Background: an optimization exercise with open tools, aiming at small area and a short achievable clock period. Do not read the settings as production practice.
Where RTL was checked, it was by simulation tests only, not by an equivalence proof against the original.
No activity file was given, so power comes from the tool's default toggle rates.

## mac_demo
module mac_demo(input clk, input reset, input ena,
                input signed [15:0] k, input signed [15:0] x,
                output signed [31:0] acc_out);
clock: 7.0 ns
lec_check: 0
abc_area: 1
cap_margin: 20
core_margin: 2
core_utilization: 40
cts_buf_list: sky130_fd_sc_hd__clkbuf_4 sky130_fd_sc_hd__clkbuf_8
setup_slack_margin: 2.6
slew_margin: 20
synth_hierarchical: 1
synth_minimum_keep_size: 0
standard.sh (not shown) runs the stock make flow with config.mk's settings and CLKGATE_MAP_FILE= SYNTH_SCRIPT=/design/flow/synth_recipe.tcl, a recipe that flattens the netlist after the stock synthesis.
==> flow/flow/run.sh <==
#!/bin/bash
# The standard layout (the standard.sh and its synthesis script), with:
# - plain buffers (buf_2) as the port buffers, and the clock-delay buffer
#   cells not used anywhere;
# - ABC's area mapping script replaced by a copy that maps with "amap"
#   after "dch -f", without ABC's buffering and upsizing (ORFS's scripts
#   are copied here; only that file differs).
# The make output goes to standard.log; ORFS keeps each step's log under
# orfs/logs/.
set -uo pipefail
rm -rf myscripts
cp -r "$FLOW_HOME/scripts" myscripts
printf 'strash\ndch -f\namap\ntopo\ndnsize -c\n' > myscripts/abc_area.script
export SCRIPTS_DIR="$PWD/myscripts"
export BUFFER_PORTS_ARGS="-buffer_cell sky130_fd_sc_hd__buf_2"
export DONT_USE_CELLS="sky130_fd_sc_hd__clkdlybuf4s15_1 sky130_fd_sc_hd__clkdlybuf4s15_2 sky130_fd_sc_hd__clkdlybuf4s18_1 sky130_fd_sc_hd__clkdlybuf4s18_2 sky130_fd_sc_hd__clkdlybuf4s25_1 sky130_fd_sc_hd__clkdlybuf4s25_2 sky130_fd_sc_hd__clkdlybuf4s50_1 sky130_fd_sc_hd__clkdlybuf4s50_2"
bash standard.sh > standard.log 2>&1
The starting point ran to the end with no violations.
Then changed:
==> flow/flow/run.sh (replaced) <==
#!/bin/bash
# The standard layout (the standard.sh, unchanged synthesis), except that
# the port buffers are plain buffers and the clock-delay buffer cells are not
# used anywhere. The make output goes to standard.log; ORFS keeps each step's
# log under orfs/logs/.
set -uo pipefail
export BUFFER_PORTS_ARGS="-buffer_cell sky130_fd_sc_hd__buf_2"
export DONT_USE_CELLS="sky130_fd_sc_hd__clkdlybuf4s15_1 sky130_fd_sc_hd__clkdlybuf4s15_2 sky130_fd_sc_hd__clkdlybuf4s18_1 sky130_fd_sc_hd__clkdlybuf4s18_2 sky130_fd_sc_hd__clkdlybuf4s25_1 sky130_fd_sc_hd__clkdlybuf4s25_2 sky130_fd_sc_hd__clkdlybuf4s50_1 sky130_fd_sc_hd__clkdlybuf4s50_2"
bash standard.sh > standard.log 2>&1
CORE_UTILIZATION = 55   (was 40)
What happened:
- count of clock-buffer cells in the layout came out lower by 2
- fmax went up by 6.0%
- design area is lower by 4.8%
- total power is lower by 3.3%
- global-route usage goes up by 3.1 points
- clock power increases by 8.5%
- die area came out lower by 20%

Another version of the RTL of mac_demo (not shown whole).
For scale: about 860 cells after synthesis, ~60 flip-flops, about 67 I/O pins.
==> flow/config.mk <==
export PLATFORM = sky130hd
export DESIGN_NAME = mac_demo
export DESIGN_NICKNAME = mac_demo
export VERILOG_FILES = /design/flow/design.v
export SDC_FILE = /design/flow/constraint.sdc
export NUM_CORES = 4
export LEC_CHECK = 0
export ABC_AREA = 1
export CAP_MARGIN = 20
export CORE_MARGIN = 2
export CORE_UTILIZATION = 40
export SETUP_SLACK_MARGIN = 2.7
export SLEW_MARGIN = 20
export SYNTH_HIERARCHICAL = 1
export SYNTH_MINIMUM_KEEP_SIZE = 0
==> flow/constraint.sdc <==
create_clock -name core_clock -period 7.0 [get_ports {clk}]
set_input_delay 1.4000 -clock core_clock [delete_from_list [all_inputs] [get_ports {clk}]]
set_output_delay 1.4000 -clock core_clock [all_outputs]
set_load 0.01 [all_outputs]
==> flow/flow/run.sh <==
#!/bin/bash
# The standard layout (the standard.sh, unchanged synthesis), except that
# the port buffers are plain buffers and the clock-delay buffer cells are not
# used anywhere. The make output goes to standard.log; ORFS keeps each step's
# log under orfs/logs/.
set -uo pipefail
export BUFFER_PORTS_ARGS="-buffer_cell sky130_fd_sc_hd__buf_2"
export DONT_USE_CELLS="sky130_fd_sc_hd__clkdlybuf4s15_1 sky130_fd_sc_hd__clkdlybuf4s15_2 sky130_fd_sc_hd__clkdlybuf4s18_1 sky130_fd_sc_hd__clkdlybuf4s18_2 sky130_fd_sc_hd__clkdlybuf4s25_1 sky130_fd_sc_hd__clkdlybuf4s25_2 sky130_fd_sc_hd__clkdlybuf4s50_1 sky130_fd_sc_hd__clkdlybuf4s50_2"
bash standard.sh > standard.log 2>&1
The baseline completed without violations.
==> next run, changes <==
- SETUP_SLACK_MARGIN: 2.7 -> 2.2
The changed run completed with no timing, DRC or antenna violations. Global-route usage fell by 0.34 points. Sequential share of layout area grows by 0.41 points. Total power went down by 4.0%.
Function was not checked in any run of this note: the RTL went through the layout flow alone.

## port drivers added, routing unchanged
The flow's constraints put no driver on any port. The routed layouts listed below were extracted and timed again, unchanged, in two steps.
Step 1 sets driving cells, clkbuf_16 on the clock port and buf_2 on the other inputs (assumed; they add their load-dependent delay and slew).
Step 2 adds t to the input delays and takes it off the output delays; t is the mean of the earliest and latest rising clock arrival at the registers after step 1. Input paths then give back, and output paths get back, about the clock's delay inside the block.
Slacks: no drivers / after step 1 / after step 2; pairs: no drivers / after step 1.
run | t (ns) | slack for setup (ns) | hold slack, ns | worst setup path after step 2 | worst data-port slew with drivers (ns)
the first run of note 1 | 0.415 | 2.431 / 2.391 / 2.135 | 0.888 / 0.888 / 0.888 | input to register | 0.08
the second run of note 1 | 0.409 | 2.689 / 2.708 / 2.299 | 0.685 / 0.685 / 0.685 | input to register | 0.05
the first run of note 2 | 0.384 | 2.798 / 2.789 / 2.419 | 0.696 / 0.696 / 0.696 | input to register | 0.07
the second run of note 2 | 0.384 | 2.506 / 2.525 / 2.142 | 0.648 / 0.648 / 0.648 | input to register | 0.03
After both steps every run listed still meets setup and hold. The setup slack of the second run of note 1, which loses most, moves by +0.019 ns with the drivers and by -0.390 ns with both steps.
